From an optimization exercise on the open Yosys and OpenROAD flow, aimed at small area; shortcuts taken in it are not production practice. In this exercise RTL edits were held to simulation tests only and were not proved equivalent to the original.

## build 60
Design ime_sad_8x8, start of the top module:
module ime_sad_8x8 (
  clk       ,
  rstn      ,
  enable_i  ,
  ori_i     ,
  ref_i     ,
  sad_o
  );
make LEC_CHECK=0 CAP_MARGIN=20 CORE_AREA='5 5 355 355' DIE_AREA='0 0 360 360' SLEW_MARGIN=20 SYNTH_HIERARCHICAL=1 SYNTH_MINIMUM_KEEP_SIZE=0 finish   # period 14.0 ns
run.sh (not shown) runs the stock make flow with config.mk's settings and CLKGATE_MAP_FILE= SYNTH_SCRIPT=/design/flow/synth_recipe.tcl, a recipe that flattens the netlist after the stock synthesis.
In summary, build 60 completed successfully, with a layout that passed the timing, design-rule and antenna checks.
What build 39 does differently from build 60 at the input level:
# build 60
export LEC_CHECK = 0
export CAP_MARGIN = 20
export CORE_AREA = 5 5 355 355
export DIE_AREA = 0 0 360 360
export SLEW_MARGIN = 20
export SYNTH_HIERARCHICAL = 1
export SYNTH_MINIMUM_KEEP_SIZE = 0
create_clock -name core_clock -period 14.0 [get_ports {clk}]
# build 39
export LEC_CHECK = 0
export CAP_MARGIN = 20
export CORE_MARGIN = 2
export CORE_UTILIZATION = 40
export SLEW_MARGIN = 20
export SYNTH_HIERARCHICAL = 1
export SYNTH_MINIMUM_KEEP_SIZE = 0
create_clock -name core_clock -period 14.0 [get_ports {clk}]
Initial cell density of the core was higher in build 39 than in build 60.
Reported for build 39 and build 60, cell count after synthesis turned out identical to the last digit.
From build 39 to build 60, portion of the post-synthesis area used by sequential elements did not move at all.
As far as xor/xnor cell area share of the yosys netlist goes, build 60 and build 39 are indistinguishable; the numbers are identical.
Of build 39 and build 60, the higher die extent in x belongs to build 60.
Area after synthesis: build 60 vs build 39 identical
For build 39, the flow was terminated by a tool error in 3_2_place_iop and produced no final design.
Cmp build 39 and build 60 / total number of placement rows / lower: build 39
Comparing vertical die dimension for build 39 and build 60, the bigger number came from build 60.
--- input diff build 39..build 80 ---
# build 39
export LEC_CHECK = 0
export CAP_MARGIN = 20
export CORE_MARGIN = 2
export CORE_UTILIZATION = 40
export SLEW_MARGIN = 20
export SYNTH_HIERARCHICAL = 1
export SYNTH_MINIMUM_KEEP_SIZE = 0
create_clock -name core_clock -period 14.0 [get_ports {clk}]
# build 80
export LEC_CHECK = 0
export CAP_MARGIN = 20
export CORE_AREA = 5 5 355 355
export DIE_AREA = 0 0 360 360
export GPL_TIMING_DRIVEN = 0
export SLEW_MARGIN = 20
export SYNTH_HIERARCHICAL = 1
export SYNTH_MINIMUM_KEEP_SIZE = 0
create_clock -name core_clock -period 14.0 [get_ports {clk}]
==> flow/flow/run.sh (new file) <==
#!/bin/bash
# The standard layout, except that the input and output ports are buffered
# with the smallest buffer (buf_1) instead of the one buffer_ports picks.
set -euo pipefail
export BUFFER_PORTS_ARGS="-buffer_cell sky130_fd_sc_hd__buf_1"
bash standard.sh > standard.log 2>&1
==> flow/standard.sh (new file) <==
#!/bin/bash
# synth_recipe.tcl (not shown) runs the flow's synth.tcl, then flattens the netlist and writes it again
# the make line also repeats each setting of config.mk as NAME=value (left out here)
make -C /OpenROAD-flow-scripts/flow DESIGN_CONFIG=/design/flow/config.mk WORK_HOME=/design/flow/orfs CLKGATE_MAP_FILE= SYNTH_SCRIPT=/design/flow/synth_recipe.tcl "${@:-finish}"
removed: flow/run.sh
Findings:
Of build 39 and build 80, only build 39 never reached the final stage. Build 39 did not finish: a tool error stopped it during 3_2_place_iop. On number of synthesized flops with an enable pin, build 39 and build 80 are neck and neck. For area after synthesis, build 39 and build 80 come out practically identical. On average instance area after synthesis, build 39 tracks build 80 almost exactly. Re post-synthesis cell count: no difference whatsoever between build 39 and build 80. When the final numbers for build 39 and build 80 were put side by side, the width of the die turned out to be greater in build 80. Build 80 vs. build 39: height of the die went up by about 34%. Re post-synthesis adder-cell area fraction: no difference whatsoever between build 80 and build 39. Build 80 -> build 39: synthesized net count delta 0, exact match. Initial core utilization: build 80 < build 39. Re number of rows in the core area: build 80 is 31 up on build 39.
#### Input delta (build 53 over build 80)
# build 80
export LEC_CHECK = 0
export CAP_MARGIN = 20
export CORE_AREA = 5 5 355 355
export DIE_AREA = 0 0 360 360
export GPL_TIMING_DRIVEN = 0
export SLEW_MARGIN = 20
export SYNTH_HIERARCHICAL = 1
export SYNTH_MINIMUM_KEEP_SIZE = 0
create_clock -name core_clock -period 14.0 [get_ports {clk}]
# build 53
export LEC_CHECK = 0
export CAP_MARGIN = 20
export CORE_AREA = 5 5 355 355
export DIE_AREA = 0 0 360 360
export SLEW_MARGIN = 20
export SYNTH_HIERARCHICAL = 1
export SYNTH_MINIMUM_KEEP_SIZE = 0
create_clock -name core_clock -period 14.0 [get_ports {clk}]
Notes after the runs:
The lower fraction of layout instances using a drive strength above 1 came out of build 80. met1 global-route usage, build 80 and build 53, lower one = build 80. Lower non-clock buffer count was reported by build 80, not build 53. The run showing the smaller number of non-filler instances in the completed layout is build 80.


== run 1 ==
Starting RTL as in the previous note.
export LEC_CHECK = 0
export CAP_MARGIN = 20
export CORE_AREA = 5 5 225 225
export CTS_BUF_LIST = sky130_fd_sc_hd__clkbuf_4
export DIE_AREA = 0 0 230 230
export GPL_TIMING_DRIVEN = 0
export SLEW_MARGIN = 20
export SYNTH_HIERARCHICAL = 1
export SYNTH_MINIMUM_KEEP_SIZE = 0
create_clock -name core_clock -period 14.0 [get_ports {clk}]
standard.sh (not shown) runs the stock make flow with config.mk's settings and CLKGATE_MAP_FILE= SYNTH_SCRIPT=/design/flow/synth_recipe.tcl, a recipe that flattens the netlist after the stock synthesis.
==> flow/flow/run.sh <==
#!/bin/bash
# The standard layout, except that:
# - the input and output ports are buffered with the smallest buffer (buf_1)
#   instead of the one buffer_ports picks;
# - pins may sit one routing track apart, so that a smaller die holds them;
# - each pixel's input pins are placed together (flow/io.tcl).
set -euo pipefail
export BUFFER_PORTS_ARGS="-buffer_cell sky130_fd_sc_hd__buf_1"
export PLACE_PINS_ARGS="-min_distance 1 -min_distance_in_tracks"
export IO_CONSTRAINTS="$PWD/flow/io.tcl"
bash standard.sh > standard.log 2>&1
Other scripts of this flow, unchanged in this note and not shown: flow/flow/io.tcl
Run 1 went all the way through the flow, and no timing, DRC or antenna check failed.
[inputs] run 2 vs run 1
- removing CTS_BUF_LIST (formerly sky130_fd_sc_hd__clkbuf_4)
- changing CORE_AREA from 5 5 225 225 to 5 5 355 355
- changing DIE_AREA from 0 0 230 230 to 0 0 360 360
==> flow/flow/run.sh <==
#!/bin/bash
# The standard layout, except that:
# - the input and output ports are buffered with the smallest buffer (buf_1)
#   instead of the one buffer_ports picks;
# - each pixel's input pins are placed together (flow/io.tcl).
set -euo pipefail
export BUFFER_PORTS_ARGS="-buffer_cell sky130_fd_sc_hd__buf_1"
export IO_CONSTRAINTS="$PWD/flow/io.tcl"
bash standard.sh > standard.log 2>&1
### Flow results
Run 2: flow completed, timing, DRC and antenna clean. Summary — wire length of the first global-routing pass, run 2 relative to run 1: higher, by 18%. On cell area after layout: between run 2 and run 1, it ends up lower for run 1. Post-route worst setup slack is lower on run 2. NOTE: number of global-route vias before repair in run 2 falls short of that of run 1.
--- input diff run 2..run 3 ---
- an added CTS_BUF_LIST of sky130_fd_sc_hd__clkbuf_4
- a change of DIE_AREA from 0 0 360 360 to 0 0 230 230
- a change of CORE_AREA from 5 5 355 355 to 5 5 225 225
diff --git a/flow/flow/run.sh b/flow/flow/run.sh
--- a/flow/flow/run.sh
+++ b/flow/flow/run.sh
@@ -4,2 +4,5 @@
 #   instead of the one buffer_ports picks;
+# - pins may sit one routing track apart, so that a smaller die holds them;
+# - gates off the critical paths are downsized after global routing
+#   (RECOVER_POWER);
 # - each pixel's input pins are placed together (flow/io.tcl).
@@ -7,2 +10,4 @@
 export BUFFER_PORTS_ARGS="-buffer_cell sky130_fd_sc_hd__buf_1"
+export PLACE_PINS_ARGS="-min_distance 1 -min_distance_in_tracks"
+export RECOVER_POWER=100
 export IO_CONSTRAINTS="$PWD/flow/io.tcl"
Notes after the runs:
- Core utilization: run 3 higher than run 2
- [compare] base=run 2 new=run 3: detailed-route via count rose by 1,285; fill cell total of the finished layout fell by 9,077.
Changes in run 4 relative to run 3:
diff --git a/flow/flow/run.sh b/flow/flow/run.sh
--- a/flow/flow/run.sh
+++ b/flow/flow/run.sh
@@ -5,4 +5,4 @@
 # - pins may sit one routing track apart, so that a smaller die holds them;
-# - gates off the critical paths are downsized after global routing
-#   (RECOVER_POWER);
+# - synthesis buffers are removed before global placement (flow/pre_gpl.tcl)
+#   and timing repair only sizes up and swaps pins (SETUP_MOVE_SEQUENCE);
 # - each pixel's input pins are placed together (flow/io.tcl).
@@ -11,3 +11,4 @@
 export PLACE_PINS_ARGS="-min_distance 1 -min_distance_in_tracks"
-export RECOVER_POWER=100
+export SETUP_MOVE_SEQUENCE="sizeup,swap"
+export PRE_GLOBAL_PLACE_TCL="$PWD/flow/pre_gpl.tcl"
 export IO_CONSTRAINTS="$PWD/flow/io.tcl"
==> flow/flow/pre_gpl.tcl (new file) <==
# Take out the buffers that synthesis (abc) put in, before the ports are
# buffered and the design is placed; repair_design puts back those it needs.
remove_buffers
==> comparison <==
Run 4 completed end to end with timing, DRC and antenna clean. Looking only at number of global-route vias before repair, and setting everything else aside, the higher value of run 4 and run 3 goes to run 3. Run 4 and run 3 ended up with nearly the same routed wire length. On overall fraction of global-route tracks in use, the higher figure sits with run 3, not run 4. In run 4 the global-route wire length before repair turned out about 1.2% lower than in run 3. Sort run 4 and run 3 by cell count, descending, and run 3 comes first. Ratio of final minimum period to clock period: lower on run 4. Run 4 and run 3 ended up with roughly the same register share of the cell area.
What run 5 does differently from run 4 at the input level:
- changing CORE_AREA from 5 5 225 225 to 5 5 255 255
- changing DIE_AREA from 0 0 230 230 to 0 0 260 260
==> flow/flow/run.sh <==
#!/bin/bash
# The standard layout, except that:
# - the input and output ports are buffered with the smallest buffer (buf_1)
#   instead of the one buffer_ports picks;
# - pins may sit one routing track apart, so that a smaller die holds them;
# - each pixel's input pins are placed together (flow/io.tcl).
set -euo pipefail
export BUFFER_PORTS_ARGS="-buffer_cell sky130_fd_sc_hd__buf_1"
export PLACE_PINS_ARGS="-min_distance 1 -min_distance_in_tracks"
export IO_CONSTRAINTS="$PWD/flow/io.tcl"
bash standard.sh > standard.log 2>&1
removed: flow/flow/pre_gpl.tcl
Notes after the runs:
- Delta (run 5 minus run 4): non-clock buffer count now sits higher, arrival time of the worst setup path essentially unchanged.
- Every stage of the flow completed for run 5, and the final layout passed the timing, design-rule and antenna checks.
- Sort run 5 and run 4 by via count, descending, and run 4 comes first.
Here is what was changed in the inputs of run 6 compared with run 5.
- CORE_AREA: 5 5 255 255 -> 5 5 225 225
- DIE_AREA: 0 0 260 260 -> 0 0 230 230
diff --git a/flow/flow/run.sh b/flow/flow/run.sh
--- a/flow/flow/run.sh
+++ b/flow/flow/run.sh
@@ -5,2 +5,4 @@
 # - pins may sit one routing track apart, so that a smaller die holds them;
+# - timing repair only removes buffers, sizes up and swaps pins
+#   (SETUP_MOVE_SEQUENCE);
 # - each pixel's input pins are placed together (flow/io.tcl).
@@ -9,2 +11,3 @@
 export PLACE_PINS_ARGS="-min_distance 1 -min_distance_in_tracks"
+export SETUP_MOVE_SEQUENCE="unbuffer,sizeup,swap"
 export IO_CONSTRAINTS="$PWD/flow/io.tcl"
## What came out
- Run 6 was carried through to the last stage, and its layout satisfied the timing, design-rule and antenna checks.
- Run 6 ended up with ref_i[384] as its beginning of the critical path; run 5 ended up with ori_i[128].
- Diff run 5 -> run 6 | hold slack | increase of 0.0035 ns
- In run 6, the design area came out about 1.1% below the value in run 5.
- Run 6 vs run 5: final cell count down in run 6
- Re global-route wire length before repair: run 6 is 5.2% down on run 5.
- Measured against each other, run 6 and run 5 differ in layout overhead on the synthesized area, the higher figure coming from run 5.
- The clock tree cell share of total cell area on run 5 is in line with that on run 6.
- Run 5 -> run 6: final routed wirelength across all metal layers decreased by a little under 10%
- Run 6 vs. run 5: post-layout worst setup margin went down by 0.046 ns.

separate check: timing with driven ports:
The results above use ideal ports. As a check the final layouts listed here were re-extracted and re-timed, cells and wires unchanged. Step 1 assumes that a clkbuf_16 drives the clock port and a buf_2 every other input. Step 2, shift: input delay + t, output delay - t, t = (earliest + latest rising clock arrival at the registers) / 2. This alone moves slack from input paths to output paths. Slacks: no drivers / after step 1 / after step 2; pairs: no drivers / after step 1.
run | t, ns | setup WS [ns] | worst register clock-pin slew, ns | worst slew at a driven data input, ns
build 60 | 0.322 | 0.212 / 0.057 / -0.265 | 0.05 / 0.05 | 0.26
build 80 | 0.312 | 0.233 / 0.166 / -0.147 | 0.05 / 0.05 | 0.24
build 53 | 0.311 | 0.186 / 0.151 / -0.160 | 0.05 / 0.05 | 0.25
run 1 | 0.305 | 0.217 / 0.215 / -0.091 | 0.08 / 0.08 | 0.10
run 2 | 0.320 | 0.177 / 0.217 / -0.102 | 0.06 / 0.06 | 0.11
run 3 | 0.305 | 0.220 / 0.218 / -0.087 | 0.08 / 0.08 | 0.10
run 4 | 0.308 | 0.251 / 0.258 / -0.050 | 0.08 / 0.08 | 0.11
run 5 | 0.304 | 0.261 / 0.262 / -0.043 | 0.08 / 0.08 | 0.11
run 6 | 0.305 | 0.214 / 0.213 / -0.092 | 0.08 / 0.08 | 0.10
Met with ideal ports but missed after step 2: setup timing in every run listed. For build 60, which loses most, drivers alone change the setup slack by -0.155 ns; drivers and shift together by -0.477 ns.
